From an optimization exercise on the open Yosys and OpenROAD flow, aimed at small area and a short achievable clock period; shortcuts taken in it are not production practice. Function was not checked in any run shown here: the RTL went through the layout flow alone.

`design/flow/standard.sh`:
```
#!/bin/bash
# synth_recipe.tcl (not shown) runs the flow's synth.tcl, then flattens the netlist and writes it again
# the make line also repeats each setting of config.mk as NAME=value (left out here)
make -C /OpenROAD-flow-scripts/flow DESIGN_CONFIG=/design/flow/config.mk WORK_HOME=/design/flow/orfs CLKGATE_MAP_FILE= SYNTH_SCRIPT=/design/flow/synth_recipe.tcl "${@:-finish}"
```
`design/flow/constraint.sdc`:
```
create_clock -name core_clock -period 12.0 [get_ports {clk}]
set_input_delay 2.4000 -clock core_clock [delete_from_list [all_inputs] [get_ports {clk}]]
set_output_delay 2.4000 -clock core_clock [all_outputs]
set_load 0.01 [all_outputs]
```
`design/flow/design.v`:
```
module multiplier_8bit (
    input signed [7:0] A,
    input signed [7:0] B,
    output signed [15:0] P
);
    wire pp1;
    assign pp1 = A[0] & B[0];
    wire pp2;
    assign pp2 = A[0] & B[1];
    wire pp3;
    assign pp3 = A[0] & B[2];
    wire pp4;
    assign pp4 = A[0] & B[3];
    wire pp5;
    assign pp5 = A[0] & B[4];
    wire pp6;
    assign pp6 = A[0] & B[5];
    wire pp7;
    assign pp7 = A[0] & B[6];
    wire pp8;
    assign pp8 = ~(A[0] & B[7]);
    wire pp9;
    assign pp9 = A[1] & B[0];
    wire pp10;
    assign pp10 = A[1] & B[1];
    wire pp11;
    assign pp11 = A[1] & B[2];
    wire pp12;
    assign pp12 = A[1] & B[3];
    wire pp13;
    assign pp13 = A[1] & B[4];
    wire pp14;
    assign pp14 = A[1] & B[5];
    wire pp15;
    assign pp15 = A[1] & B[6];
    wire pp16;
    assign pp16 = ~(A[1] & B[7]);
    wire pp17;
    assign pp17 = A[2] & B[0];
    wire pp18;
    assign pp18 = A[2] & B[1];
    wire pp19;
    assign pp19 = A[2] & B[2];
    wire pp20;
    assign pp20 = A[2] & B[3];
    wire pp21;
    assign pp21 = A[2] & B[4];
    wire pp22;
    assign pp22 = A[2] & B[5];
    wire pp23;
    assign pp23 = A[2] & B[6];
    wire pp24;
    assign pp24 = ~(A[2] & B[7]);
    wire pp25;
    assign pp25 = A[3] & B[0];
    wire pp26;
    assign pp26 = A[3] & B[1];
    wire pp27;
    assign pp27 = A[3] & B[2];
    wire pp28;
    assign pp28 = A[3] & B[3];
    wire pp29;
    assign pp29 = A[3] & B[4];
    wire pp30;
    assign pp30 = A[3] & B[5];
    wire pp31;
    assign pp31 = A[3] & B[6];
    wire pp32;
    assign pp32 = ~(A[3] & B[7]);
    wire pp33;
    assign pp33 = A[4] & B[0];
    wire pp34;
    assign pp34 = A[4] & B[1];
    wire pp35;
    assign pp35 = A[4] & B[2];
    wire pp36;
    assign pp36 = A[4] & B[3];
    wire pp37;
    assign pp37 = A[4] & B[4];
    wire pp38;
    assign pp38 = A[4] & B[5];
    wire pp39;
    assign pp39 = A[4] & B[6];
    wire pp40;
    assign pp40 = ~(A[4] & B[7]);
    wire pp41;
    assign pp41 = A[5] & B[0];
    wire pp42;
    assign pp42 = A[5] & B[1];
    wire pp43;
    assign pp43 = A[5] & B[2];
    wire pp44;
    assign pp44 = A[5] & B[3];
    wire pp45;
    assign pp45 = A[5] & B[4];
    wire pp46;
    assign pp46 = A[5] & B[5];
    wire pp47;
    assign pp47 = A[5] & B[6];
    wire pp48;
    assign pp48 = ~(A[5] & B[7]);
    wire pp49;
    assign pp49 = A[6] & B[0];
    wire pp50;
    assign pp50 = A[6] & B[1];
    wire pp51;
    assign pp51 = A[6] & B[2];
    wire pp52;
    assign pp52 = A[6] & B[3];
    wire pp53;
    assign pp53 = A[6] & B[4];
    wire pp54;
    assign pp54 = A[6] & B[5];
    wire pp55;
    assign pp55 = A[6] & B[6];
    wire pp56;
    assign pp56 = ~(A[6] & B[7]);
    wire pp57;
    assign pp57 = ~(A[7] & B[0]);
    wire pp58;
    assign pp58 = ~(A[7] & B[1]);
    wire pp59;
    assign pp59 = ~(A[7] & B[2]);
    wire pp60;
    assign pp60 = ~(A[7] & B[3]);
    wire pp61;
    assign pp61 = ~(A[7] & B[4]);
    wire pp62;
    assign pp62 = ~(A[7] & B[5]);
    wire pp63;
    assign pp63 = ~(A[7] & B[6]);
    wire pp64;
    assign pp64 = A[7] & B[7];
    wire s65;
    wire c66;
    ha_cell u67 (.a(pp7), .b(pp14), .s(s65), .co(c66));
    wire s68;
    wire c69;
    fa_cell u70 (.a(pp8), .b(pp15), .c(pp22), .s(s68), .co(c69));
    wire s71;
    wire c72;
    ha_cell u73 (.a(pp29), .b(pp36), .s(s71), .co(c72));
    wire s74;
    wire c75;
    fa_cell u76 (.a(pp16), .b(pp23), .c(pp30), .s(s74), .co(c75));
    wire s77;
    wire c78;
    fa_cell u79 (.a(pp37), .b(pp44), .c(pp51), .s(s77), .co(c78));
    wire s80;
    wire c81;
    fa_cell u82 (.a(pp24), .b(pp31), .c(pp38), .s(s80), .co(c81));
    wire s83;
    wire c84;
    ha_cell u85 (.a(pp5), .b(pp12), .s(s83), .co(c84));
    wire s86;
    wire c87;
    fa_cell u88 (.a(pp6), .b(pp13), .c(pp20), .s(s86), .co(c87));
    wire s89;
    wire c90;
    ha_cell u91 (.a(pp27), .b(pp34), .s(s89), .co(c90));
    wire s92;
    wire c93;
    fa_cell u94 (.a(pp21), .b(pp28), .c(pp35), .s(s92), .co(c93));
    wire s95;
    wire c96;
    fa_cell u97 (.a(pp42), .b(pp49), .c(s65), .s(s95), .co(c96));
    wire s98;
    wire c99;
    fa_cell u100 (.a(pp43), .b(pp50), .c(pp57), .s(s98), .co(c99));
    wire s101;
    wire c102;
    fa_cell u103 (.a(c66), .b(s68), .c(s71), .s(s101), .co(c102));
    wire s104;
    wire c105;
    fa_cell u106 (.a(pp58), .b(1'b1), .c(c69), .s(s104), .co(c105));
    wire s107;
    wire c108;
    fa_cell u109 (.a(c72), .b(s74), .c(s77), .s(s107), .co(c108));
    wire s110;
    wire c111;
    fa_cell u112 (.a(pp45), .b(pp52), .c(pp59), .s(s110), .co(c111));
    wire s113;
    wire c114;
    fa_cell u115 (.a(c75), .b(c78), .c(s80), .s(s113), .co(c114));
    wire s116;
    wire c117;
    fa_cell u118 (.a(pp32), .b(pp39), .c(pp46), .s(s116), .co(c117));
    wire s119;
    wire c120;
    fa_cell u121 (.a(pp53), .b(pp60), .c(c81), .s(s119), .co(c120));
    wire s122;
    wire c123;
    fa_cell u124 (.a(pp40), .b(pp47), .c(pp54), .s(s122), .co(c123));
    wire s125;
    wire c126;
    ha_cell u127 (.a(pp4), .b(pp11), .s(s125), .co(c126));
    wire s128;
    wire c129;
    fa_cell u130 (.a(pp19), .b(pp26), .c(pp33), .s(s128), .co(c129));
    wire s131;
    wire c132;
    fa_cell u133 (.a(pp41), .b(c84), .c(s86), .s(s131), .co(c132));
    wire s134;
    wire c135;
    fa_cell u136 (.a(c87), .b(c90), .c(s92), .s(s134), .co(c135));
    wire s137;
    wire c138;
    fa_cell u139 (.a(c93), .b(c96), .c(s98), .s(s137), .co(c138));
    wire s140;
    wire c141;
    fa_cell u142 (.a(c99), .b(c102), .c(s104), .s(s140), .co(c141));
    wire s143;
    wire c144;
    fa_cell u145 (.a(c105), .b(c108), .c(s110), .s(s143), .co(c144));
    wire s146;
    wire c147;
    fa_cell u148 (.a(c111), .b(c114), .c(s116), .s(s146), .co(c147));
    wire s149;
    wire c150;
    fa_cell u151 (.a(pp61), .b(c117), .c(c120), .s(s149), .co(c150));
    wire s152;
    wire c153;
    fa_cell u154 (.a(pp48), .b(pp55), .c(pp62), .s(s152), .co(c153));
    wire s155;
    wire c156;
    ha_cell u157 (.a(pp3), .b(pp10), .s(s155), .co(c156));
    wire s158;
    wire c159;
    fa_cell u160 (.a(pp18), .b(pp25), .c(s125), .s(s158), .co(c159));
    wire s161;
    wire c162;
    fa_cell u163 (.a(s83), .b(c126), .c(s128), .s(s161), .co(c162));
    wire s164;
    wire c165;
    fa_cell u166 (.a(s89), .b(c129), .c(s131), .s(s164), .co(c165));
    wire s167;
    wire c168;
    fa_cell u169 (.a(s95), .b(c132), .c(s134), .s(s167), .co(c168));
    wire s170;
    wire c171;
    fa_cell u172 (.a(s101), .b(c135), .c(s137), .s(s170), .co(c171));
    wire s173;
    wire c174;
    fa_cell u175 (.a(s107), .b(c138), .c(s140), .s(s173), .co(c174));
    wire s176;
    wire c177;
    fa_cell u178 (.a(s113), .b(c141), .c(s143), .s(s176), .co(c177));
    wire s179;
    wire c180;
    fa_cell u181 (.a(s119), .b(c144), .c(s146), .s(s179), .co(c180));
    wire s182;
    wire c183;
    fa_cell u184 (.a(s122), .b(c147), .c(s149), .s(s182), .co(c183));
    wire s185;
    wire c186;
    fa_cell u187 (.a(c123), .b(c150), .c(s152), .s(s185), .co(c186));
    wire s188;
    wire c189;
    fa_cell u190 (.a(pp56), .b(pp63), .c(c153), .s(s188), .co(c189));
    wire s191;
    wire c192;
    ha_cell u193 (.a(pp2), .b(pp9), .s(s191), .co(c192));
    wire s194;
    wire c195;
    ha_cell u196 (.a(pp17), .b(s155), .s(s194), .co(c195));
    wire s197;
    wire c198;
    ha_cell u199 (.a(c156), .b(s158), .s(s197), .co(c198));
    wire s200;
    wire c201;
    ha_cell u202 (.a(c159), .b(s161), .s(s200), .co(c201));
    wire s203;
    wire c204;
    ha_cell u205 (.a(c162), .b(s164), .s(s203), .co(c204));
    wire s206;
    wire c207;
    ha_cell u208 (.a(c165), .b(s167), .s(s206), .co(c207));
    wire s209;
    wire c210;
    ha_cell u211 (.a(c168), .b(s170), .s(s209), .co(c210));
    wire s212;
    wire c213;
    ha_cell u214 (.a(c171), .b(s173), .s(s212), .co(c213));
    wire s215;
    wire c216;
    ha_cell u217 (.a(c174), .b(s176), .s(s215), .co(c216));
    wire s218;
    wire c219;
    ha_cell u220 (.a(c177), .b(s179), .s(s218), .co(c219));
    wire s221;
    wire c222;
    ha_cell u223 (.a(c180), .b(s182), .s(s221), .co(c222));
    wire s224;
    wire c225;
    ha_cell u226 (.a(c183), .b(s185), .s(s224), .co(c225));
    wire s227;
    wire c228;
    ha_cell u229 (.a(c186), .b(s188), .s(s227), .co(c228));
    wire s230;
    wire c231;
    ha_cell u232 (.a(pp64), .b(c189), .s(s230), .co(c231));
    wire g233;
    wire p234;
    assign g233 = 1'b1 & 1'b0;
    assign p234 = 1'b1 ^ 1'b0;
    wire G235;
    assign G235 = c195 | (s194 & c192);
    wire P236;
    assign P236 = s194 & s191;
    wire G237;
    assign G237 = c201 | (s200 & c198);
    wire P238;
    assign P238 = s200 & s197;
    wire G239;
    assign G239 = c207 | (s206 & c204);
    wire P240;
    assign P240 = s206 & s203;
    wire G241;
    assign G241 = c213 | (s212 & c210);
    wire P242;
    assign P242 = s212 & s209;
    wire G243;
    assign G243 = c219 | (s218 & c216);
    wire P244;
    assign P244 = s218 & s215;
    wire G245;
    assign G245 = c225 | (s224 & c222);
    wire P246;
    assign P246 = s224 & s221;
    wire G247;
    assign G247 = c231 | (s230 & c228);
    wire P248;
    assign P248 = s230 & s227;
    wire G249;
    assign G249 = c198 | (s197 & G235);
    wire P250;
    assign P250 = s197 & P236;
    wire G251;
    assign G251 = G237 | (P238 & G235);
    wire P252;
    assign P252 = P238 & P236;
    wire G253;
    assign G253 = c210 | (s209 & G239);
    wire P254;
    assign P254 = s209 & P240;
    wire G255;
    assign G255 = G241 | (P242 & G239);
    wire P256;
    assign P256 = P242 & P240;
    wire G257;
    assign G257 = c222 | (s221 & G243);
    wire P258;
    assign P258 = s221 & P244;
    wire G259;
    assign G259 = G245 | (P246 & G243);
    wire P260;
    assign P260 = P246 & P244;
    wire G261;
    assign G261 = g233 | (p234 & G247);
    wire P262;
    assign P262 = p234 & P248;
    wire G263;
    assign G263 = c204 | (s203 & G251);
    wire P264;
    assign P264 = s203 & P252;
    wire G265;
    assign G265 = G239 | (P240 & G251);
    wire P266;
    assign P266 = P240 & P252;
    wire G267;
    assign G267 = G253 | (P254 & G251);
    wire P268;
    assign P268 = P254 & P252;
    wire G269;
    assign G269 = G255 | (P256 & G251);
    wire P270;
    assign P270 = P256 & P252;
    wire G271;
    assign G271 = c228 | (s227 & G259);
    wire P272;
    assign P272 = s227 & P260;
    wire G273;
    assign G273 = G247 | (P248 & G259);
    wire P274;
    assign P274 = P248 & P260;
    wire G275;
    assign G275 = G261 | (P262 & G259);
    wire P276;
    assign P276 = P262 & P260;
    wire G277;
    assign G277 = c216 | (s215 & G269);
    wire P278;
    assign P278 = s215 & P270;
    wire G279;
    assign G279 = G243 | (P244 & G269);
    wire P280;
    assign P280 = P244 & P270;
    wire G281;
    assign G281 = G257 | (P258 & G269);
    wire P282;
    assign P282 = P258 & P270;
    wire G283;
    assign G283 = G259 | (P260 & G269);
    wire P284;
    assign P284 = P260 & P270;
    wire G285;
    assign G285 = G271 | (P272 & G269);
    wire P286;
    assign P286 = P272 & P270;
    wire G287;
    assign G287 = G273 | (P274 & G269);
    wire P288;
    assign P288 = P274 & P270;
    wire G289;
    assign G289 = G275 | (P276 & G269);
    wire P290;
    assign P290 = P276 & P270;
    wire sum291;
    assign sum291 = s194 ^ c192;
    wire sum292;
    assign sum292 = s197 ^ G235;
    wire sum293;
    assign sum293 = s200 ^ G249;
    wire sum294;
    assign sum294 = s203 ^ G251;
    wire sum295;
    assign sum295 = s206 ^ G263;
    wire sum296;
    assign sum296 = s209 ^ G265;
    wire sum297;
    assign sum297 = s212 ^ G267;
    wire sum298;
    assign sum298 = s215 ^ G269;
    wire sum299;
    assign sum299 = s218 ^ G277;
    wire sum300;
    assign sum300 = s221 ^ G279;
    wire sum301;
    assign sum301 = s224 ^ G281;
    wire sum302;
    assign sum302 = s227 ^ G283;
    wire sum303;
    assign sum303 = s230 ^ G285;
    wire sum304;
    assign sum304 = p234 ^ G287;
    assign P = {sum304, sum303, sum302, sum301, sum300, sum299, sum298, sum297, sum296, sum295, sum294, sum293, sum292, sum291, s191, pp1};
endmodule
module adder_16bit (
    input signed [15:0] A,
    input signed [15:0] B,
    input signed [15:0] C,
    input signed [15:0] D,
    output signed [17:0] S
);
    wire s1;
    wire c2;
    ha_cell u3 (.a(A[0]), .b(B[0]), .s(s1), .co(c2));
    wire s4;
    wire c5;
    fa_cell u6 (.a(A[1]), .b(B[1]), .c(C[1]), .s(s4), .co(c5));
    wire s7;
    wire c8;
    fa_cell u9 (.a(A[2]), .b(B[2]), .c(C[2]), .s(s7), .co(c8));
    wire s10;
    wire c11;
    fa_cell u12 (.a(A[3]), .b(B[3]), .c(C[3]), .s(s10), .co(c11));
    wire s13;
    wire c14;
    fa_cell u15 (.a(A[4]), .b(B[4]), .c(C[4]), .s(s13), .co(c14));
    wire s16;
    wire c17;
    fa_cell u18 (.a(A[5]), .b(B[5]), .c(C[5]), .s(s16), .co(c17));
    wire s19;
    wire c20;
    fa_cell u21 (.a(A[6]), .b(B[6]), .c(C[6]), .s(s19), .co(c20));
    wire s22;
    wire c23;
    fa_cell u24 (.a(A[7]), .b(B[7]), .c(C[7]), .s(s22), .co(c23));
    wire s25;
    wire c26;
    fa_cell u27 (.a(A[8]), .b(B[8]), .c(C[8]), .s(s25), .co(c26));
    wire s28;
    wire c29;
    fa_cell u30 (.a(A[9]), .b(B[9]), .c(C[9]), .s(s28), .co(c29));
    wire s31;
    wire c32;
    fa_cell u33 (.a(A[10]), .b(B[10]), .c(C[10]), .s(s31), .co(c32));
    wire s34;
    wire c35;
    fa_cell u36 (.a(A[11]), .b(B[11]), .c(C[11]), .s(s34), .co(c35));
    wire s37;
    wire c38;
    fa_cell u39 (.a(A[12]), .b(B[12]), .c(C[12]), .s(s37), .co(c38));
    wire s40;
    wire c41;
    fa_cell u42 (.a(A[13]), .b(B[13]), .c(C[13]), .s(s40), .co(c41));
    wire s43;
    wire c44;
    fa_cell u45 (.a(A[14]), .b(B[14]), .c(C[14]), .s(s43), .co(c44));
    wire s46;
    wire c47;
    fa_cell u48 (.a(~A[15]), .b(~B[15]), .c(~C[15]), .s(s46), .co(c47));
    wire s49;
    wire c50;
    ha_cell u51 (.a(C[0]), .b(D[0]), .s(s49), .co(c50));
    wire s52;
    wire c53;
    fa_cell u54 (.a(D[1]), .b(c2), .c(s4), .s(s52), .co(c53));
    wire s55;
    wire c56;
    fa_cell u57 (.a(D[2]), .b(c5), .c(s7), .s(s55), .co(c56));
    wire s58;
    wire c59;
    fa_cell u60 (.a(D[3]), .b(c8), .c(s10), .s(s58), .co(c59));
    wire s61;
    wire c62;
    fa_cell u63 (.a(D[4]), .b(c11), .c(s13), .s(s61), .co(c62));
    wire s64;
    wire c65;
    fa_cell u66 (.a(D[5]), .b(c14), .c(s16), .s(s64), .co(c65));
    wire s67;
    wire c68;
    fa_cell u69 (.a(D[6]), .b(c17), .c(s19), .s(s67), .co(c68));
    wire s70;
    wire c71;
    fa_cell u72 (.a(D[7]), .b(c20), .c(s22), .s(s70), .co(c71));
    wire s73;
    wire c74;
    fa_cell u75 (.a(D[8]), .b(c23), .c(s25), .s(s73), .co(c74));
    wire s76;
    wire c77;
    fa_cell u78 (.a(D[9]), .b(c26), .c(s28), .s(s76), .co(c77));
    wire s79;
    wire c80;
    fa_cell u81 (.a(D[10]), .b(c29), .c(s31), .s(s79), .co(c80));
    wire s82;
    wire c83;
    fa_cell u84 (.a(D[11]), .b(c32), .c(s34), .s(s82), .co(c83));
    wire s85;
    wire c86;
    fa_cell u87 (.a(D[12]), .b(c35), .c(s37), .s(s85), .co(c86));
    wire s88;
    wire c89;
    fa_cell u90 (.a(D[13]), .b(c38), .c(s40), .s(s88), .co(c89));
    wire s91;
    wire c92;
    fa_cell u93 (.a(D[14]), .b(c41), .c(s43), .s(s91), .co(c92));
    wire s94;
    wire c95;
    fa_cell u96 (.a(~D[15]), .b(c44), .c(s46), .s(s94), .co(c95));
    wire s97;
    wire c98;
    ha_cell u99 (.a(s1), .b(s49), .s(s97), .co(c98));
    wire s100;
    wire c101;
    ha_cell u102 (.a(c50), .b(s52), .s(s100), .co(c101));
    wire s103;
    wire c104;
    ha_cell u105 (.a(c53), .b(s55), .s(s103), .co(c104));
    wire s106;
    wire c107;
    ha_cell u108 (.a(c56), .b(s58), .s(s106), .co(c107));
    wire s109;
    wire c110;
    ha_cell u111 (.a(c59), .b(s61), .s(s109), .co(c110));
    wire s112;
    wire c113;
    ha_cell u114 (.a(c62), .b(s64), .s(s112), .co(c113));
    wire s115;
    wire c116;
    ha_cell u117 (.a(c65), .b(s67), .s(s115), .co(c116));
    wire s118;
    wire c119;
    ha_cell u120 (.a(c68), .b(s70), .s(s118), .co(c119));
    wire s121;
    wire c122;
    ha_cell u123 (.a(c71), .b(s73), .s(s121), .co(c122));
    wire s124;
    wire c125;
    ha_cell u126 (.a(c74), .b(s76), .s(s124), .co(c125));
    wire s127;
    wire c128;
    ha_cell u129 (.a(c77), .b(s79), .s(s127), .co(c128));
    wire s130;
    wire c131;
    ha_cell u132 (.a(c80), .b(s82), .s(s130), .co(c131));
    wire s133;
    wire c134;
    ha_cell u135 (.a(c83), .b(s85), .s(s133), .co(c134));
    wire s136;
    wire c137;
    ha_cell u138 (.a(c86), .b(s88), .s(s136), .co(c137));
    wire s139;
    wire c140;
    ha_cell u141 (.a(c89), .b(s91), .s(s139), .co(c140));
    wire s142;
    wire c143;
    ha_cell u144 (.a(c92), .b(s94), .s(s142), .co(c143));
    wire s145;
    wire c146;
    ha_cell u147 (.a(c47), .b(c95), .s(s145), .co(c146));
    wire g148;
    wire p149;
    assign g148 = 1'b1 & 1'b0;
    assign p149 = 1'b1 ^ 1'b0;
    wire G150;
    assign G150 = c101 | (s100 & c98);
    wire P151;
    assign P151 = s100 & s97;
    wire G152;
    assign G152 = c107 | (s106 & c104);
    wire P153;
    assign P153 = s106 & s103;
    wire G154;
    assign G154 = c113 | (s112 & c110);
    wire P155;
    assign P155 = s112 & s109;
    wire G156;
    assign G156 = c119 | (s118 & c116);
    wire P157;
    assign P157 = s118 & s115;
    wire G158;
    assign G158 = c125 | (s124 & c122);
    wire P159;
    assign P159 = s124 & s121;
    wire G160;
    assign G160 = c131 | (s130 & c128);
    wire P161;
    assign P161 = s130 & s127;
    wire G162;
    assign G162 = c137 | (s136 & c134);
    wire P163;
    assign P163 = s136 & s133;
    wire G164;
    assign G164 = c143 | (s142 & c140);
    wire P165;
    assign P165 = s142 & s139;
    wire G166;
    assign G166 = g148 | (p149 & c146);
    wire P167;
    assign P167 = p149 & s145;
    wire G168;
    assign G168 = c104 | (s103 & G150);
    wire P169;
    assign P169 = s103 & P151;
    wire G170;
    assign G170 = G152 | (P153 & G150);
    wire P171;
    assign P171 = P153 & P151;
    wire G172;
    assign G172 = c116 | (s115 & G154);
    wire P173;
    assign P173 = s115 & P155;
    wire G174;
    assign G174 = G156 | (P157 & G154);
    wire P175;
    assign P175 = P157 & P155;
    wire G176;
    assign G176 = c128 | (s127 & G158);
    wire P177;
    assign P177 = s127 & P159;
    wire G178;
    assign G178 = G160 | (P161 & G158);
    wire P179;
    assign P179 = P161 & P159;
    wire G180;
    assign G180 = c140 | (s139 & G162);
    wire P181;
    assign P181 = s139 & P163;
    wire G182;
    assign G182 = G164 | (P165 & G162);
    wire P183;
    assign P183 = P165 & P163;
    wire G184;
    assign G184 = c110 | (s109 & G170);
    wire P185;
    assign P185 = s109 & P171;
    wire G186;
    assign G186 = G154 | (P155 & G170);
    wire P187;
    assign P187 = P155 & P171;
    wire G188;
    assign G188 = G172 | (P173 & G170);
    wire P189;
    assign P189 = P173 & P171;
    wire G190;
    assign G190 = G174 | (P175 & G170);
    wire P191;
    assign P191 = P175 & P171;
    wire G192;
    assign G192 = c134 | (s133 & G178);
    wire P193;
    assign P193 = s133 & P179;
    wire G194;
    assign G194 = G162 | (P163 & G178);
    wire P195;
    assign P195 = P163 & P179;
    wire G196;
    assign G196 = G180 | (P181 & G178);
    wire P197;
    assign P197 = P181 & P179;
    wire G198;
    assign G198 = G182 | (P183 & G178);
    wire P199;
    assign P199 = P183 & P179;
    wire G200;
    assign G200 = c122 | (s121 & G190);
    wire P201;
    assign P201 = s121 & P191;
    wire G202;
    assign G202 = G158 | (P159 & G190);
    wire P203;
    assign P203 = P159 & P191;
    wire G204;
    assign G204 = G176 | (P177 & G190);
    wire P205;
    assign P205 = P177 & P191;
    wire G206;
    assign G206 = G178 | (P179 & G190);
    wire P207;
    assign P207 = P179 & P191;
    wire G208;
    assign G208 = G192 | (P193 & G190);
    wire P209;
    assign P209 = P193 & P191;
    wire G210;
    assign G210 = G194 | (P195 & G190);
    wire P211;
    assign P211 = P195 & P191;
    wire G212;
    assign G212 = G196 | (P197 & G190);
    wire P213;
    assign P213 = P197 & P191;
    wire G214;
    assign G214 = G198 | (P199 & G190);
    wire P215;
    assign P215 = P199 & P191;
    wire G216;
    assign G216 = c146 | (s145 & G214);
    wire P217;
    assign P217 = s145 & P215;
    wire G218;
    assign G218 = G166 | (P167 & G214);
    wire P219;
    assign P219 = P167 & P215;
    wire sum220;
    assign sum220 = s100 ^ c98;
    wire sum221;
    assign sum221 = s103 ^ G150;
    wire sum222;
    assign sum222 = s106 ^ G168;
    wire sum223;
    assign sum223 = s109 ^ G170;
    wire sum224;
    assign sum224 = s112 ^ G184;
    wire sum225;
    assign sum225 = s115 ^ G186;
    wire sum226;
    assign sum226 = s118 ^ G188;
    wire sum227;
    assign sum227 = s121 ^ G190;
    wire sum228;
    assign sum228 = s124 ^ G200;
    wire sum229;
    assign sum229 = s127 ^ G202;
    wire sum230;
    assign sum230 = s130 ^ G204;
    wire sum231;
    assign sum231 = s133 ^ G206;
    wire sum232;
    assign sum232 = s136 ^ G208;
    wire sum233;
    assign sum233 = s139 ^ G210;
    wire sum234;
    assign sum234 = s142 ^ G212;
    wire sum235;
    assign sum235 = s145 ^ G214;
    wire sum236;
    assign sum236 = p149 ^ G216;
    assign S = {sum236, sum235, sum234, sum233, sum232, sum231, sum230, sum229, sum228, sum227, sum226, sum225, sum224, sum223, sum222, sum221, sum220, s97};
endmodule
module fa_cell (
    input a,
    input b,
    input c,
    output s,
    output co
);
    assign s = a ^ b ^ c;
    assign co = (a & b) | (a & c) | (b & c);
endmodule
module ha_cell (
    input a,
    input b,
    output s,
    output co
);
    assign s = a ^ b;
    assign co = a & b;
endmodule
module hac_cell (
    input a,
    input b,
    output s,
    output co
);
    assign s = ~(a ^ b);
    assign co = a | b;
endmodule
module adder_18bit (
    input signed [17:0] A,
    input signed [17:0] B,
    output signed [18:0] S
);
    wire s1;
    wire c2;
    ha_cell u3 (.a(A[0]), .b(B[0]), .s(s1), .co(c2));
    wire s4;
    wire c5;
    ha_cell u6 (.a(A[1]), .b(B[1]), .s(s4), .co(c5));
    wire s7;
    wire c8;
    ha_cell u9 (.a(A[2]), .b(B[2]), .s(s7), .co(c8));
    wire s10;
    wire c11;
    ha_cell u12 (.a(A[3]), .b(B[3]), .s(s10), .co(c11));
    wire s13;
    wire c14;
    ha_cell u15 (.a(A[4]), .b(B[4]), .s(s13), .co(c14));
    wire s16;
    wire c17;
    ha_cell u18 (.a(A[5]), .b(B[5]), .s(s16), .co(c17));
    wire s19;
    wire c20;
    ha_cell u21 (.a(A[6]), .b(B[6]), .s(s19), .co(c20));
    wire s22;
    wire c23;
    ha_cell u24 (.a(A[7]), .b(B[7]), .s(s22), .co(c23));
    wire s25;
    wire c26;
    ha_cell u27 (.a(A[8]), .b(B[8]), .s(s25), .co(c26));
    wire s28;
    wire c29;
    ha_cell u30 (.a(A[9]), .b(B[9]), .s(s28), .co(c29));
    wire s31;
    wire c32;
    ha_cell u33 (.a(A[10]), .b(B[10]), .s(s31), .co(c32));
    wire s34;
    wire c35;
    ha_cell u36 (.a(A[11]), .b(B[11]), .s(s34), .co(c35));
    wire s37;
    wire c38;
    ha_cell u39 (.a(A[12]), .b(B[12]), .s(s37), .co(c38));
    wire s40;
    wire c41;
    ha_cell u42 (.a(A[13]), .b(B[13]), .s(s40), .co(c41));
    wire s43;
    wire c44;
    ha_cell u45 (.a(A[14]), .b(B[14]), .s(s43), .co(c44));
    wire s46;
    wire c47;
    ha_cell u48 (.a(A[15]), .b(B[15]), .s(s46), .co(c47));
    wire s49;
    wire c50;
    ha_cell u51 (.a(A[16]), .b(B[16]), .s(s49), .co(c50));
    wire s52;
    wire c53;
    ha_cell u54 (.a(A[17]), .b(B[17]), .s(s52), .co(c53));
    wire s55;
    wire c56;
    ha_cell u57 (.a(A[17]), .b(B[17]), .s(s55), .co(c56));
    wire G58;
    assign G58 = c5 | (s4 & c2);
    wire P59;
    assign P59 = s4 & s1;
    wire G60;
    assign G60 = c11 | (s10 & c8);
    wire P61;
    assign P61 = s10 & s7;
    wire G62;
    assign G62 = c17 | (s16 & c14);
    wire P63;
    assign P63 = s16 & s13;
    wire G64;
    assign G64 = c23 | (s22 & c20);
    wire P65;
    assign P65 = s22 & s19;
    wire G66;
    assign G66 = c29 | (s28 & c26);
    wire P67;
    assign P67 = s28 & s25;
    wire G68;
    assign G68 = c35 | (s34 & c32);
    wire P69;
    assign P69 = s34 & s31;
    wire G70;
    assign G70 = c41 | (s40 & c38);
    wire P71;
    assign P71 = s40 & s37;
    wire G72;
    assign G72 = c47 | (s46 & c44);
    wire P73;
    assign P73 = s46 & s43;
    wire G74;
    assign G74 = c53 | (s52 & c50);
    wire P75;
    assign P75 = s52 & s49;
    wire G76;
    assign G76 = G60 | (P61 & G58);
    wire P77;
    assign P77 = P61 & P59;
    wire G78;
    assign G78 = G64 | (P65 & G62);
    wire P79;
    assign P79 = P65 & P63;
    wire G80;
    assign G80 = G68 | (P69 & G66);
    wire P81;
    assign P81 = P69 & P67;
    wire G82;
    assign G82 = G72 | (P73 & G70);
    wire P83;
    assign P83 = P73 & P71;
    wire G84;
    assign G84 = G78 | (P79 & G76);
    wire P85;
    assign P85 = P79 & P77;
    wire G86;
    assign G86 = G82 | (P83 & G80);
    wire P87;
    assign P87 = P83 & P81;
    wire G88;
    assign G88 = G86 | (P87 & G84);
    wire P89;
    assign P89 = P87 & P85;
    wire G90;
    assign G90 = G80 | (P81 & G84);
    wire P91;
    assign P91 = P81 & P85;
    wire G92;
    assign G92 = G62 | (P63 & G76);
    wire P93;
    assign P93 = P63 & P77;
    wire G94;
    assign G94 = G66 | (P67 & G84);
    wire P95;
    assign P95 = P67 & P85;
    wire G96;
    assign G96 = G70 | (P71 & G90);
    wire P97;
    assign P97 = P71 & P91;
    wire G98;
    assign G98 = G74 | (P75 & G88);
    wire P99;
    assign P99 = P75 & P89;
    wire G100;
    assign G100 = c8 | (s7 & G58);
    wire P101;
    assign P101 = s7 & P59;
    wire G102;
    assign G102 = c14 | (s13 & G76);
    wire P103;
    assign P103 = s13 & P77;
    wire G104;
    assign G104 = c20 | (s19 & G92);
    wire P105;
    assign P105 = s19 & P93;
    wire G106;
    assign G106 = c26 | (s25 & G84);
    wire P107;
    assign P107 = s25 & P85;
    wire G108;
    assign G108 = c32 | (s31 & G94);
    wire P109;
    assign P109 = s31 & P95;
    wire G110;
    assign G110 = c38 | (s37 & G90);
    wire P111;
    assign P111 = s37 & P91;
    wire G112;
    assign G112 = c44 | (s43 & G96);
    wire P113;
    assign P113 = s43 & P97;
    wire G114;
    assign G114 = c50 | (s49 & G88);
    wire P115;
    assign P115 = s49 & P89;
    wire G116;
    assign G116 = c56 | (s55 & G98);
    wire P117;
    assign P117 = s55 & P99;
    wire sum118;
    assign sum118 = s4 ^ c2;
    wire sum119;
    assign sum119 = s7 ^ G58;
    wire sum120;
    assign sum120 = s10 ^ G100;
    wire sum121;
    assign sum121 = s13 ^ G76;
    wire sum122;
    assign sum122 = s16 ^ G102;
    wire sum123;
    assign sum123 = s19 ^ G92;
    wire sum124;
    assign sum124 = s22 ^ G104;
    wire sum125;
    assign sum125 = s25 ^ G84;
    wire sum126;
    assign sum126 = s28 ^ G106;
    wire sum127;
    assign sum127 = s31 ^ G94;
    wire sum128;
    assign sum128 = s34 ^ G108;
    wire sum129;
    assign sum129 = s37 ^ G90;
    wire sum130;
    assign sum130 = s40 ^ G110;
    wire sum131;
    assign sum131 = s43 ^ G96;
    wire sum132;
    assign sum132 = s46 ^ G112;
    wire sum133;
    assign sum133 = s49 ^ G88;
    wire sum134;
    assign sum134 = s52 ^ G114;
    wire sum135;
    assign sum135 = s55 ^ G98;
    assign S = {sum135, sum134, sum133, sum132, sum131, sum130, sum129, sum128, sum127, sum126, sum125, sum124, sum123, sum122, sum121, sum120, sum119, sum118, s1};
endmodule
module int8_mac_tree (
    input clk,  
    input reset,  
    input signed [7:0] in0,
    input signed [7:0] in1,
    input signed [7:0] in2,
    input signed [7:0] in3,
    input signed [7:0] in4,
    input signed [7:0] in5,
    input signed [7:0] in6,
    input signed [7:0] in7,
    input signed [7:0] in8,
    input signed [7:0] in9,
    input signed [7:0] in10,
    input signed [7:0] in11,
    input signed [7:0] in12,
    input signed [7:0] in13,
    input signed [7:0] in14,
    input signed [7:0] in15,
    output signed [31:0] out,
    output reg signed [15:0] prod0, prod1, prod2, prod3, prod4, prod5, prod6, prod7,
    output signed [17:0] sum_level2_0, sum_level2_1
);
    wire signed [15:0] p0, p1, p2, p3, p4, p5, p6, p7;
    multiplier_8bit mul0 (.A(in0),  .B(in1),  .P(p0));
    multiplier_8bit mul1 (.A(in2),  .B(in3),  .P(p1));
    multiplier_8bit mul2 (.A(in4),  .B(in5),  .P(p2));
    multiplier_8bit mul3 (.A(in6),  .B(in7),  .P(p3));
    multiplier_8bit mul4 (.A(in8),  .B(in9),  .P(p4));
    multiplier_8bit mul5 (.A(in10), .B(in11), .P(p5));
    multiplier_8bit mul6 (.A(in12), .B(in13), .P(p6));
    multiplier_8bit mul7 (.A(in14), .B(in15), .P(p7));
    always @(posedge clk or posedge reset) begin
        if (reset) begin
            prod0 <= 16'h0; prod1 <= 16'h0; prod2 <= 16'h0; prod3 <= 16'h0;
            prod4 <= 16'h0; prod5 <= 16'h0; prod6 <= 16'h0; prod7 <= 16'h0;
        end else begin
            prod0 <= p0; prod1 <= p1; prod2 <= p2; prod3 <= p3;
            prod4 <= p4; prod5 <= p5; prod6 <= p6; prod7 <= p7;
        end
    end
    adder_16bit sum0 (.A(prod0), .B(prod1), .C(prod2), .D(prod3), .S(sum_level2_0));
    adder_16bit sum1 (.A(prod4), .B(prod5), .C(prod6), .D(prod7), .S(sum_level2_1));
    reg signed [18:0] out_r;
    wire signed [18:0] out_sum;
    adder_18bit add_final (.A(sum_level2_0), .B(sum_level2_1), .S(out_sum));
    always @(posedge clk or posedge reset) begin
        if (reset)
            out_r <= 19'h0;
        else
            out_r <= out_sum;
    end
    assign out = out_r;
endmodule
```
`design/flow/flow/run.sh`:
```
#!/bin/bash
# Standard layout, with the port buffers made from a plain buffer cell
# instead of the delay buffer buffer_ports picks on its own, and timing
# repair aiming at a setup slack of 6.0 ns.
set -euo pipefail
export BUFFER_PORTS_ARGS="-buffer_cell sky130_fd_sc_hd__buf_2"
bash standard.sh SETUP_SLACK_MARGIN=6.0 finish > standard.log 2>&1
```
`design/flow/config.mk`:
```
export PLATFORM = sky130hd
export DESIGN_NAME = int8_mac_tree
export DESIGN_NICKNAME = int8_mac_tree
export VERILOG_FILES = /design/flow/design.v
export SDC_FILE = /design/flow/constraint.sdc
export NUM_CORES = 4
export LEC_CHECK = 0
export CAP_MARGIN = 20
export CORE_MARGIN = 2
export CORE_UTILIZATION = 65
export SLEW_MARGIN = 20
export SYNTH_HIERARCHICAL = 1
export SYNTH_MINIMUM_KEEP_SIZE = 0
```
==> impl_metrics.tcl, run 1 <==
set metrics [dict create \
    outcome "no timing/DRC/antenna violations" \
    worst_hold_startpoint "prod4[0]$_DFF_PP0_" \
    fmax_mhz 157 \
    finalMaxSlewViolations 0 \
    critical_path_class "reg2out" \
    clock_tree.buffer_depth 2 \
    portBuffers 325 \
    htree_levels 4 \
    holdCritPathClass "reg2reg" \
    mappedNetlistNets 2749 \
    r2r-start "prod0[1]$_DFF_PP0_" \
    postRouteAntennaNets 0 \
    dr.first_iter.drc_count 674 \
    critical_path.reg2reg.endpoint "out_r[17]$_DFF_PP0_" \
    worst-slew-pin-transition_ps 929 \
    num_vias 14986 \
    post_synth_most_frequent_cells "sky130_fd_sc_hd__and2_1 (400), sky130_fd_sc_hd__fa_1 (348), sky130_fd_sc_hd__ha_1 (268)" \
    setup_tns_ps 0 \
    grt_pass1_wl_um 86300 \
    gr-usage-met3_pct 7.43 \
    worst-path-max-fanout 2 \
    pin_count_of_the_biggest_net_entering_global_routing 79 \
    drtPass1Iterations 5 \
    post_synth_edffs 0 \
    drc_errors 0 \
    number_of_antenna_violations_at_the_first_check_in_global_routing 3 \
    worst_hold_path.num_cells 3 \
    ys_ff_latch 147 \
    period_minus_slack_ps 6360 \
    boundaryPins 326 \
    synth_cell_types 39 \
    synth_warnings 7 \
    floorplan.core_area_um2 32700 \
    finalNetCount 2935 \
    setup_violations 0 \
    synth_cells 2003 \
    maxSlewHeadroom_pct 38.1 \
    clock-sinks 147 \
    grt_pass1_vias 15845 \
    post_route_cells_drive_above_1_share_pct 23.5 \
    grt_busiest_layer "met2" \
    post-synth-top-area-fraction_pct 32.2 \
    post_drt_wl_per_cell_um 20.2 \
    die_outline_width_um 187 \
    cts.clk_slew.worst_paths_ps 70 \
    cts-buffers-inserted 17 \
    hold_buffers 0 \
    period_share_pct 53.0 \
    kind_of_start_point_of_the_critical_path "flip-flop" \
    syn-cell-area_um2 21700 \
    synth_ff_type "sky130_fd_sc_hd__dfrtp_1" \
    rr_worst_depth 25 \
    cp.arrival_ps 3960 \
    grt_setup_unrepaired "true" \
    global_route.usage.met1_pct 45.5 \
    postSynth.asyncResetShare_pct 100 \
    worst_skew_pair.late_latency_ps 440 \
    die-height_um 187 \
    area_growth_syn_to_layout_pct 8.75 \
    avgSynthCellArea_um2 10.8 \
    reg2reg_slack_ps 6740 \
    cts_tree "built" \
    synth_largest_area_cell "sky130_fd_sc_hd__fa_1" \
    yosys.cell_count.top_type "sky130_fd_sc_hd__and2_1" \
    num-fill-cells 2519 \
    worst-endpoint-required_ps 9600 \
    globalRoute.totalOverflow 0 \
    grt.met2_usage_pct 49.9 \
    routabilityCongestion 0.963 \
    synth.top_cells.by_area "sky130_fd_sc_hd__fa_1 (32%), sky130_fd_sc_hd__dfrtp_1 (17%), sky130_fd_sc_hd__ha_1 (15%)" \
    cp-end-kind "output port" \
    floorplan.initialDensity_pct 66.3 \
    avgViaCountPerCell 5.67 \
    clock-skew-final_ps 10.0 \
    number_of_endpoints_with_negative_hold_slack_in_the_final_report 0 \
    antenna_cells_inserted 0 \
    placementRows 66 \
    root_buffer "sky130_fd_sc_hd__clkbuf_16" \
    maxCapViolCount 0 \
    synth.yosys.seq_area_share_pct 17.0 \
    wirelength_um 53400 \
    post_dp_hpwl_um 45200 \
    capture_endpoint_of_the_worst_hold_path "out_r[0]$_DFF_PP0_" \
    overall_fraction_of_global_route_tracks_in_use_pct 32.2 \
    floorplan.die_area_um2 34800 \
]
==> worst max-delay path by stage <==
stage / from / to / slack, ps / cells after the start
after global routing: prod4[1]$_DFF_PP0_ / sum_level2_1[9] / 5520 / 13
after floorplan: prod0[1]$_DFF_PP0_ / sum_level2_0[9] / 6280 / 13
after detailed placement: prod4[1]$_DFF_PP0_ / sum_level2_1[9] / 5870 / 13
after CTS: prod6[1]$_DFF_PP0_ / sum_level2_1[9] / 5580 / 13
after global placement: prod4[1]$_DFF_PP0_ / sum_level2_1[9] / 5960 / 13
final: prod4[1]$_DFF_PP0_ / sum_level2_1[9] / 5640 / 13
==> critical path, cell delays in order (launching register included) <==
cell                       delay (ps)
sky130_fd_sc_hd__dfrtp_1          400
sky130_fd_sc_hd__fa_1             560
sky130_fd_sc_hd__fa_1             420
sky130_fd_sc_hd__ha_1             290
sky130_fd_sc_hd__ha_2             170
sky130_fd_sc_hd__o211ai_1         280
sky130_fd_sc_hd__nand2_1          120
sky130_fd_sc_hd__a31o_2           280
sky130_fd_sc_hd__a21o_1           160
sky130_fd_sc_hd__a21o_2           210
sky130_fd_sc_hd__ha_4             170
sky130_fd_sc_hd__nor2_4           110
sky130_fd_sc_hd__xnor2_2          150
sky130_fd_sc_hd__buf_2            190
==> Yosys stat by module (local to each module, per instance) <==
module           area, µm²  copies in the design  flops+latches
ha_cell               12.5                   217              0
adder_16bit            578                     2              0
int8_mac_tree         3780                     1            147
fa_cell               20.0                   348              0
multiplier_8bit        807                     8              0
adder_18bit            594                     1              0
==> routing by layer <==
layer	up-vias	wire length, µm
met2	488	24900
met4	0	1500
met5	-	0
li1	6735	-
met1	7686	23100
met3	77	3880
==> metrics by stage <==
| step | instance area (µm²) | setup slack (ps) | util, % | hold WS (ps) | cells |
|---|---|---|---|---|---|
| after floorplan | 21700 | 6280 | - | 953 | 2003 |
| after global placement | 22400 | 5960 | 68.5 | 814 | 2576 |
| after detailed placement | 22400 | 5870 | 68.5 | 826 | 2576 |
| after CTS | 23300 | 5580 | 71.3 | 839 | 2629 |
| after global routing | 23600 | 5520 | 72.1 | 879 | 2644 |
| final | 23600 | 5640 | 72.1 | 832 | 2644 |
==> placed cells by master, fill, tap and decap left out, drive strengths merged, types with 10 or more instances in the layout <==
master  netlist  layout
xor2         17      17
a211oi       12      12
a21o         20      20
buf         196     363
inv          28      35
clkbuf        0      17
and2        400     400
dfrtp       147     147
nor2b        10      10
xnor2        70      70
fa          348     348
nand2       160     160
ha          268     268
nor3         19      19
nand2b       17      17
a21oi        66      66
o211ai       12      12
o21a         10      10
o21ai        45      45
or3          10      10
or2          11      11
nor2        104     104
==> repair_timing <==
item	CTS	global route
buffers inserted	21	15
gates resized for setup	51	26
setup endpoints to repair	20	24
pin swaps	41	25
==> logic make-up after synthesis <==
group	count (synthesis)	share of synthesized area, %
AOI/OAI and AO/OA	180	6.17
xor gates and xnor gates	87	3.52
adders and majority gates	616	47.6
buffers and inverters	224	7.28
DFF	147	17.0
other	8	0.139
and+or+nand+nor	741	18.3
==> cell type report <==
| type | count | area (µm²) | area share (%) |
|---|---|---|---|
| multi-input cells | 1632 | 16700 | 70.9 |
| flip-flops and latches | 147 | 3680 | 15.6 |
| repair buffers | 363 | 1970 | 8.37 |
| well taps | 442 | 553 | 2.35 |
| clock buffers | 17 | 425 | 1.81 |
| clock inverters | 15 | 123 | 0.520 |
| inverters | 28 | 109 | 0.462 |
==> registers in the layout, indices dropped and copies added, names as in the netlist <==
signal / count
out_r: 19
prod0: 16
prod1: 16
prod2: 16
prod3: 16
prod4: 16
prod5: 16
prod6: 16
prod7: 16
==> run 2, diff against run 1 <==
--- a/design/flow/design.v
+++ b/design/flow/design.v
@@ -142,10 +142,10 @@
     ha_cell u73 (.a(pp29), .b(pp36), .s(s71), .co(c72));
     wire s74;
     wire c75;
-    fa_cell u76 (.a(pp16), .b(pp23), .c(pp30), .s(s74), .co(c75));
+    fa_cell u76 (.a(1'b1), .b(pp16), .c(pp23), .s(s74), .co(c75));
     wire s77;
     wire c78;
-    fa_cell u79 (.a(pp37), .b(pp44), .c(pp51), .s(s77), .co(c78));
+    fa_cell u79 (.a(pp30), .b(pp37), .c(pp44), .s(s77), .co(c78));
     wire s80;
     wire c81;
     fa_cell u82 (.a(pp24), .b(pp31), .c(pp38), .s(s80), .co(c81));
@@ -169,13 +169,13 @@
     fa_cell u100 (.a(pp43), .b(pp50), .c(pp57), .s(s98), .co(c99));
     wire s101;
     wire c102;
-    fa_cell u103 (.a(c66), .b(s68), .c(s71), .s(s101), .co(c102));
+    fa_cell u103 (.a(c66), .b(s71), .c(s68), .s(s101), .co(c102));
     wire s104;
     wire c105;
-    fa_cell u106 (.a(pp58), .b(1'b1), .c(c69), .s(s104), .co(c105));
+    fa_cell u106 (.a(pp51), .b(pp58), .c(c72), .s(s104), .co(c105));
     wire s107;
     wire c108;
-    fa_cell u109 (.a(c72), .b(s74), .c(s77), .s(s107), .co(c108));
+    fa_cell u109 (.a(c69), .b(s74), .c(s77), .s(s107), .co(c108));
     wire s110;
     wire c111;
     fa_cell u112 (.a(pp45), .b(pp52), .c(pp59), .s(s110), .co(c111));
@@ -199,25 +199,25 @@
     fa_cell u130 (.a(pp19), .b(pp26), .c(pp33), .s(s128), .co(c129));
     wire s131;
     wire c132;
-    fa_cell u133 (.a(pp41), .b(c84), .c(s86), .s(s131), .co(c132));
+    fa_cell u133 (.a(pp41), .b(c84), .c(s89), .s(s131), .co(c132));
     wire s134;
     wire c135;
-    fa_cell u136 (.a(c87), .b(c90), .c(s92), .s(s134), .co(c135));
+    fa_cell u136 (.a(c90), .b(c87), .c(s92), .s(s134), .co(c135));
     wire s137;
     wire c138;
-    fa_cell u139 (.a(c93), .b(c96), .c(s98), .s(s137), .co(c138));
+    fa_cell u139 (.a(c93), .b(s98), .c(c96), .s(s137), .co(c138));
     wire s140;
     wire c141;
-    fa_cell u142 (.a(c99), .b(c102), .c(s104), .s(s140), .co(c141));
+    fa_cell u142 (.a(c99), .b(s104), .c(c102), .s(s140), .co(c141));
     wire s143;
     wire c144;
-    fa_cell u145 (.a(c105), .b(c108), .c(s110), .s(s143), .co(c144));
+    fa_cell u145 (.a(s110), .b(c105), .c(c108), .s(s143), .co(c144));
     wire s146;
     wire c147;
-    fa_cell u148 (.a(c111), .b(c114), .c(s116), .s(s146), .co(c147));
+    fa_cell u148 (.a(c111), .b(s116), .c(s119), .s(s146), .co(c147));
     wire s149;
     wire c150;
-    fa_cell u151 (.a(pp61), .b(c117), .c(c120), .s(s149), .co(c150));
+    fa_cell u151 (.a(pp61), .b(c117), .c(s122), .s(s149), .co(c150));
     wire s152;
     wire c153;
     fa_cell u154 (.a(pp48), .b(pp55), .c(pp62), .s(s152), .co(c153));
@@ -229,16 +229,16 @@
     fa_cell u160 (.a(pp18), .b(pp25), .c(s125), .s(s158), .co(c159));
     wire s161;
     wire c162;
-    fa_cell u163 (.a(s83), .b(c126), .c(s128), .s(s161), .co(c162));
+    fa_cell u163 (.a(c126), .b(s83), .c(s128), .s(s161), .co(c162));
     wire s164;
     wire c165;
-    fa_cell u166 (.a(s89), .b(c129), .c(s131), .s(s164), .co(c165));
+    fa_cell u166 (.a(c129), .b(s86), .c(s131), .s(s164), .co(c165));
     wire s167;
     wire c168;
-    fa_cell u169 (.a(s95), .b(c132), .c(s134), .s(s167), .co(c168));
+    fa_cell u169 (.a(c132), .b(s95), .c(s134), .s(s167), .co(c168));
     wire s170;
     wire c171;
-    fa_cell u172 (.a(s101), .b(c135), .c(s137), .s(s170), .co(c171));
+    fa_cell u172 (.a(c135), .b(s101), .c(s137), .s(s170), .co(c171));
     wire s173;
     wire c174;
     fa_cell u175 (.a(s107), .b(c138), .c(s140), .s(s173), .co(c174));
@@ -247,13 +247,13 @@
     fa_cell u178 (.a(s113), .b(c141), .c(s143), .s(s176), .co(c177));
     wire s179;
     wire c180;
-    fa_cell u181 (.a(s119), .b(c144), .c(s146), .s(s179), .co(c180));
+    fa_cell u181 (.a(c114), .b(c144), .c(s146), .s(s179), .co(c180));
     wire s182;
     wire c183;
-    fa_cell u184 (.a(s122), .b(c147), .c(s149), .s(s182), .co(c183));
+    fa_cell u184 (.a(c120), .b(s149), .c(c147), .s(s182), .co(c183));
     wire s185;
     wire c186;
-    fa_cell u187 (.a(c123), .b(c150), .c(s152), .s(s185), .co(c186));
+    fa_cell u187 (.a(c123), .b(s152), .c(c150), .s(s185), .co(c186));
     wire s188;
     wire c189;
     fa_cell u190 (.a(pp56), .b(pp63), .c(c153), .s(s188), .co(c189));
@@ -262,13 +262,13 @@
     ha_cell u193 (.a(pp2), .b(pp9), .s(s191), .co(c192));
     wire s194;
     wire c195;
-    ha_cell u196 (.a(pp17), .b(s155), .s(s194), .co(c195));
+    fa_cell u196 (.a(pp17), .b(c192), .c(s155), .s(s194), .co(c195));
     wire s197;
     wire c198;
-    ha_cell u199 (.a(c156), .b(s158), .s(s197), .co(c198));
+    fa_cell u199 (.a(c156), .b(c195), .c(s158), .s(s197), .co(c198));
     wire s200;
     wire c201;
-    ha_cell u202 (.a(c159), .b(s161), .s(s200), .co(c201));
+    fa_cell u202 (.a(c159), .b(s161), .c(c198), .s(s200), .co(c201));
     wire s203;
     wire c204;
     ha_cell u205 (.a(c162), .b(s164), .s(s203), .co(c204));
@@ -303,147 +303,99 @@
     wire p234;
     assign g233 = 1'b1 & 1'b0;
     assign p234 = 1'b1 ^ 1'b0;
-    wire G235;
-    assign G235 = c195 | (s194 & c192);
-    wire P236;
-    assign P236 = s194 & s191;
-    wire G237;
-    assign G237 = c201 | (s200 & c198);
-    wire P238;
-    assign P238 = s200 & s197;
-    wire G239;
-    assign G239 = c207 | (s206 & c204);
-    wire P240;
-    assign P240 = s206 & s203;
-    wire G241;
-    assign G241 = c213 | (s212 & c210);
-    wire P242;
-    assign P242 = s212 & s209;
-    wire G243;
-    assign G243 = c219 | (s218 & c216);
-    wire P244;
-    assign P244 = s218 & s215;
-    wire G245;
-    assign G245 = c225 | (s224 & c222);
-    wire P246;
-    assign P246 = s224 & s221;
-    wire G247;
-    assign G247 = c231 | (s230 & c228);
-    wire P248;
-    assign P248 = s230 & s227;
-    wire G249;
-    assign G249 = c198 | (s197 & G235);
-    wire P250;
-    assign P250 = s197 & P236;
-    wire G251;
-    assign G251 = G237 | (P238 & G235);
-    wire P252;
-    assign P252 = P238 & P236;
-    wire G253;
-    assign G253 = c210 | (s209 & G239);
-    wire P254;
-    assign P254 = s209 & P240;
-    wire G255;
-    assign G255 = G241 | (P242 & G239);
-    wire P256;
-    assign P256 = P242 & P240;
-    wire G257;
-    assign G257 = c222 | (s221 & G243);
-    wire P258;
-    assign P258 = s221 & P244;
-    wire G259;
-    assign G259 = G245 | (P246 & G243);
-    wire P260;
-    assign P260 = P246 & P244;
-    wire G261;
-    assign G261 = g233 | (p234 & G247);
-    wire P262;
-    assign P262 = p234 & P248;
-    wire G263;
-    assign G263 = c204 | (s203 & G251);
-    wire P264;
-    assign P264 = s203 & P252;
-    wire G265;
-    assign G265 = G239 | (P240 & G251);
-    wire P266;
-    assign P266 = P240 & P252;
-    wire G267;
-    assign G267 = G253 | (P254 & G251);
-    wire P268;
-    assign P268 = P254 & P252;
-    wire G269;
-    assign G269 = G255 | (P256 & G251);
-    wire P270;
-    assign P270 = P256 & P252;
-    wire G271;
-    assign G271 = c228 | (s227 & G259);
-    wire P272;
-    assign P272 = s227 & P260;
-    wire G273;
-    assign G273 = G247 | (P248 & G259);
-    wire P274;
-    assign P274 = P248 & P260;
-    wire G275;
-    assign G275 = G261 | (P262 & G259);
-    wire P276;
-    assign P276 = P262 & P260;
-    wire G277;
-    assign G277 = c216 | (s215 & G269);
-    wire P278;
-    assign P278 = s215 & P270;
-    wire G279;
-    assign G279 = G243 | (P244 & G269);
-    wire P280;
-    assign P280 = P244 & P270;
-    wire G281;
-    assign G281 = G257 | (P258 & G269);
-    wire P282;
-    assign P282 = P258 & P270;
-    wire G283;
-    assign G283 = G259 | (P260 & G269);
-    wire P284;
-    assign P284 = P260 & P270;
-    wire G285;
-    assign G285 = G271 | (P272 & G269);
-    wire P286;
-    assign P286 = P272 & P270;
-    wire G287;
-    assign G287 = G273 | (P274 & G269);
-    wire P288;
-    assign P288 = P274 & P270;
-    wire G289;
-    assign G289 = G275 | (P276 & G269);
-    wire P290;
-    assign P290 = P276 & P270;
-    wire sum291;
-    assign sum291 = s194 ^ c192;
-    wire sum292;
-    assign sum292 = s197 ^ G235;
-    wire sum293;
-    assign sum293 = s200 ^ G249;
-    wire sum294;
-    assign sum294 = s203 ^ G251;
-    wire sum295;
-    assign sum295 = s206 ^ G263;
-    wire sum296;
-    assign sum296 = s209 ^ G265;
-    wire sum297;
-    assign sum297 = s212 ^ G267;
-    wire sum298;
-    assign sum298 = s215 ^ G269;
-    wire sum299;
-    assign sum299 = s218 ^ G277;
-    wire sum300;
-    assign sum300 = s221 ^ G279;
-    wire sum301;
-    assign sum301 = s224 ^ G281;
-    wire sum302;
-    assign sum302 = s227 ^ G283;
-    wire sum303;
-    assign sum303 = s230 ^ G285;
-    wire sum304;
-    assign sum304 = p234 ^ G287;
-    assign P = {sum304, sum303, sum302, sum301, sum300, sum299, sum298, sum297, sum296, sum295, sum294, sum293, sum292, sum291, s191, pp1};
+    wire g235;
+    assign g235 = c204 | (s203 & c201);
+    wire G236;
+    assign G236 = c207 | (s206 & g235);
+    wire P237;
+    assign P237 = s206 & s203;
+    wire G238;
+    assign G238 = c213 | (s212 & c210);
+    wire P239;
+    assign P239 = s212 & s209;
+    wire G240;
+    assign G240 = c219 | (s218 & c216);
+    wire P241;
+    assign P241 = s218 & s215;
+    wire G242;
+    assign G242 = c225 | (s224 & c222);
+    wire P243;
+    assign P243 = s224 & s221;
+    wire G244;
+    assign G244 = c231 | (s230 & c228);
+    wire P245;
+    assign P245 = s230 & s227;
+    wire G246;
+    assign G246 = c210 | (s209 & G236);
+    wire P247;
+    assign P247 = s209 & P237;
+    wire G248;
+    assign G248 = G238 | (P239 & G236);
+    wire P249;
+    assign P249 = P239 & P237;
+    wire G250;
+    assign G250 = c222 | (s221 & G240);
+    wire P251;
+    assign P251 = s221 & P241;
+    wire G252;
+    assign G252 = G242 | (P243 & G240);
+    wire P253;
+    assign P253 = P243 & P241;
+    wire G254;
+    assign G254 = g233 | (p234 & G244);
+    wire P255;
+    assign P255 = p234 & P245;
+    wire G256;
+    assign G256 = c216 | (s215 & G248);
+    wire P257;
+    assign P257 = s215 & P249;
+    wire G258;
+    assign G258 = G240 | (P241 & G248);
+    wire P259;
+    assign P259 = P241 & P249;
+    wire G260;
+    assign G260 = G250 | (P251 & G248);
+    wire P261;
+    assign P261 = P251 & P249;
+    wire G262;
+    assign G262 = G252 | (P253 & G248);
+    wire P263;
+    assign P263 = P253 & P249;
+    wire G264;
+    assign G264 = c228 | (s227 & G262);
+    wire P265;
+    assign P265 = s227 & P263;
+    wire G266;
+    assign G266 = G244 | (P245 & G262);
+    wire P267;
+    assign P267 = P245 & P263;
+    wire G268;
+    assign G268 = G254 | (P255 & G262);
+    wire P269;
+    assign P269 = P255 & P263;
+    wire sum270;
+    assign sum270 = s203 ^ c201;
+    wire sum271;
+    assign sum271 = s206 ^ g235;
+    wire sum272;
+    assign sum272 = s209 ^ G236;
+    wire sum273;
+    assign sum273 = s212 ^ G246;
+    wire sum274;
+    assign sum274 = s215 ^ G248;
+    wire sum275;
+    assign sum275 = s218 ^ G256;
+    wire sum276;
+    assign sum276 = s221 ^ G258;
+    wire sum277;
+    assign sum277 = s224 ^ G260;
+    wire sum278;
+    assign sum278 = s227 ^ G262;
+    wire sum279;
+    assign sum279 = s230 ^ G264;
+    wire sum280;
+    assign sum280 = p234 ^ G266;
+    assign P = {sum280, sum279, sum278, sum277, sum276, sum275, sum274, sum273, sum272, sum271, sum270, s200, s197, s194, s191, pp1};
 endmodule
 module adder_16bit (
     input signed [15:0] A,
==> design/flow/flow/run.sh (replaced) <==
#!/bin/bash
# Standard layout, with the port buffers made from a plain buffer cell
# instead of the delay buffer buffer_ports picks on its own, and timing
# repair aiming at a setup slack of 6.0 ns.
set -euo pipefail
export BUFFER_PORTS_ARGS="-buffer_cell sky130_fd_sc_hd__buf_1"
bash standard.sh SETUP_SLACK_MARGIN=6.0 finish > standard.log 2>&1
==> run 2 against run 1 <==
  * Still clean
  * Flip-flop and latch count is the same
  * Global-route usage down 0.83 points
  * Core utilization fell by 0.86 points
  * Highest routed layer unchanged
==> impl_metrics.tcl, run 2 <==
set metrics [dict create \
    critical_path.max_stage_delay_ps 540 \
    drc_errors 0 \
    worst_skew_pair.late_latency_ps 430 \
    number_of_antenna_violations_at_the_first_check_in_global_routing 0 \
    worst-endpoint-required_ps 9600 \
    post_drt_wl_per_cell_um 20.0 \
    setup_violations 0 \
    critical-path-top-cell-by-count "sky130_fd_sc_hd__fa_1" \
    number_of_endpoints_with_negative_hold_slack_in_the_final_report 0 \
    post_route_cells_drive_above_1_share_pct 8.32 \
    post_synth_edffs 0 \
    syn-cell-area_um2 21300 \
    placementRows 66 \
    floorplan.die_area_um2 34200 \
    cts-buffers-inserted 17 \
    synth.yosys.seq_area_share_pct 17.3 \
    post-synth-top-area-fraction_pct 35.0 \
    dr.first_iter.drc_count 781 \
    mappedNetlistNets 2685 \
    maxSlewHeadroom_pct 37.8 \
    floorplan.core_area_um2 32400 \
    num-fill-cells 2507 \
    layout.cells.most_common_list "sky130_fd_sc_hd__and2_1 (400), sky130_fd_sc_hd__fa_1 (372), sky130_fd_sc_hd__buf_1 (297), sky130_fd_sc_hd__ha_1 (241), sky130_fd_sc_hd__nand2_1 (168)" \
    finalNetCount 2881 \
    clock-skew-final_ps 11.6 \
    grt_setup_unrepaired "true" \
    critical-path-top-delay-family "adder cells" \
    period_share_pct 53.2 \
    routabilityCongestion 0.968 \
    kind_of_start_point_of_the_critical_path "flip-flop" \
    boundaryPins 326 \
    root_buffer "sky130_fd_sc_hd__clkbuf_16" \
    drtPass1Iterations 5 \
    placed_cell_area_um2 21600 \
    synth_warnings 7 \
    cp.arrival_ps 3980 \
    yosys.cell_count.top_type "sky130_fd_sc_hd__and2_1" \
    clock_tree.buffer_depth 2 \
    setup_tns_ps 0 \
    grt_pass1_vias 15085 \
    synth.top_cells.by_area "sky130_fd_sc_hd__fa_1 (35%), sky130_fd_sc_hd__dfrtp_1 (17%), sky130_fd_sc_hd__ha_1 (15%)" \
    avgSynthCellArea_um2 11.0 \
    avgViaCountPerCell 5.60 \
    cp_slowest_cell "sky130_fd_sc_hd__fa_1" \
    holdCritPathClass "reg2reg" \
    worst_path_bufs_invs 1 \
    synth_cells 1931 \
    post_dp_hpwl_um 43600 \
    top_register "out_r" \
    maxCapViolCount 0 \
    synth_largest_area_cell "sky130_fd_sc_hd__fa_1" \
    pin_count_of_the_biggest_net_entering_global_routing 76 \
    area_taken_by_multi_input_logic_gates_um2 16300 \
    grt_pass1_wl_um 80100 \
    ff_latch_area_um2 3680 \
    globalRoute.totalOverflow 0 \
    cp-end-kind "output port" \
    layout.cells.non_filler 2582 \
    critical_path_class "reg2out" \
    floorplan.initialDensity_pct 65.8 \
    num_vias 14467 \
    postRouteAntennaNets 0 \
    die-height_um 185 \
    period_minus_slack_ps 6380 \
    wirelength_um 51500 \
    cts_tree "built" \
    area_growth_syn_to_layout_pct 8.27 \
    layout_commonest_cell "sky130_fd_sc_hd__and2_1" \
    synth_ff_type "sky130_fd_sc_hd__dfrtp_1" \
    outcome "no timing/DRC/antenna violations" \
    fmax_mhz 157 \
    htree_levels 4 \
    portBuffers 325 \
    overall_fraction_of_global_route_tracks_in_use_pct 31.3 \
    post_synth_most_frequent_cells "sky130_fd_sc_hd__and2_1 (400), sky130_fd_sc_hd__fa_1 (372), sky130_fd_sc_hd__ha_1 (252)" \
    die_outline_width_um 185 \
    hold_buffers 0 \
    postSynth.asyncResetShare_pct 100 \
    path_cells "fa_1, fa_1, ha_1, ha_2, o211ai_1, nand2_1, a31o_2, a21o_1, a21o_2, ha_4, nor2_4, xnor2_4, buf_6" \
    ys_ff_latch 147 \
    placed_cells 2504 \
    cts.clk_slew.worst_paths_ps 60 \
    finalMaxSlewViolations 0 \
    clock-sinks 147 \
    worst-path-max-fanout 2 \
    synth_cell_types 38 \
    antenna_cells_inserted 0 \
    largest_register_ff_count 19 \
    final_cell_area_um2 23000 \
    worst-slew-pin-transition_ps 933 \
]
run 2: changes by cell type after synthesis, moves of 16 or more:
| cell | change |
|---|---|
| sky130_fd_sc_hd__ha_1 | -16 |
| sky130_fd_sc_hd__nor2_1 | -40 |
| sky130_fd_sc_hd__a21oi_1 | +32 |
| sky130_fd_sc_hd__fa_1 | +24 |
| sky130_fd_sc_hd__nand2b_1 | -16 |
| sky130_fd_sc_hd__xnor2_1 | -16 |
| sky130_fd_sc_hd__a21oi_2 | -32 |
run 2: final timing paths:
check                      slack, ps               start  depth (start not counted)             endpoint
setup / recovery                5620  prod1[1]$_DFF_PP0_                         13      sum_level2_0[9]
setup reg to reg                6720  prod1[1]$_DFF_PP0_                         23  out_r[15]$_DFF_PP0_
max in group asynchronous       8400               reset                          4  prod3[14]$_DFF_PP0_
min in group asynchronous       2150               reset                          3  prod1[13]$_DFF_PP0_
hold reg to reg                  810  prod3[0]$_DFF_PP0_                          3   out_r[0]$_DFF_PP0_
hold / removal                   810  prod3[0]$_DFF_PP0_                          3   out_r[0]$_DFF_PP0_
run 2: per-stage QoR:
| stage | utilization (%) | setup WS [ps] | hold WS (ps) |
|---|---|---|---|
| floorplan | - | 6270 | 953 |
| global placement | 66.7 | 5860 | 791 |
| detailed placement | 66.7 | 5760 | 781 |
| CTS | 70.0 | 5620 | 802 |
| global route | 71.2 | 5480 | 848 |
| finish | 71.2 | 5620 | 808 |
run 2: routing by layer:
metal | GRT usage [%] | routed length (µm) | part of all wire, %
met1 | 44.1 | 21900 | 42
met2 | 49.5 | 24400 | 47
met3 | 7.51 | 3920 | 7.6
met4 | 7.65 | 1280 | 2.5
met5 | 0 | 0 | 0
run 2: kinds of logic (layout without fill, tap and decap cells):
| logic type | count (synthesis) | count (layout) | share of synthesized area [%] |
|---|---|---|---|
| AOI/OAI and AO/OA | 156 | 156 | 4.67 |
| xor gates and xnor gates | 63 | 63 | 2.59 |
| adders and majority gates | 624 | 624 | 49.8 |
| buffers and inverters | 232 | 441 | 7.55 |
| DFF | 147 | 147 | 17.3 |
| muxes | 8 | 8 | 0.376 |
| other | 8 | 8 | 0.141 |
| and+or+nand+nor | 693 | 693 | 17.6 |
run 2: tightest hold or removal path, delay by kind of cell, from the launching register on:
family	cells	cell delay (ps)
DFF	1	360
adders and majority gates	3	420
run 2: cell type report:
cell class	count	area share, %
Clock inverter	12	0.619
Timing Repair Buffer	373	7.54
Sequential cell	147	16.0
Tap cell	442	2.40
Inverter	36	0.603
Clock buffer	20	2.02
Multi-Input combinational cell	1552	70.9
run 2: modules after synthesis, one instance, submodules excluded:
| module | flops+latches | area [µm²] | copies in the design | cells |
|---|---|---|---|---|
| adder_16bit | 0 | 578 | 2 | 84 |
| adder_18bit | 0 | 593 | 1 | 85 |
| fa_cell | 0 | 20.0 | 372 | 1 |
| ha_cell | 0 | 12.5 | 193 | 1 |
| int8_mac_tree | 147 | 3780 | 1 | 161 |
| multiplier_8bit | 0 | 737 | 8 | 119 |
run 2: what timing repair did:
item                       CTS  global route
setup buffers               32            14
pin swaps                   35            27
resized for setup           61            62
setup endpoints to repair   22            28

[separate check: timing with driven ports]
The results above use ideal ports. As a check the final layouts listed here were re-extracted and re-timed, cells and wires unchanged.
Step 1, drivers: a clkbuf_16 drives clk and a buf_2 each remaining input, both assumed.
Step 2, shift: input delay + t, output delay - t, t = (earliest + latest rising clock arrival at the registers) / 2. This alone moves slack from input paths to output paths.
Three values: ideal ports, drivers, drivers and shift; two values: the first two.
run | t (ns) | setup slack, ns | latest minus earliest clock arrival (ns)
run 1 | 0.486 | 5.636 / 5.590 / 5.963 | 0.010 / 0.010
run 2 | 0.476 | 5.618 / 5.570 / 5.713 | 0.013 / 0.014
After both steps setup and hold are still met in every run listed.
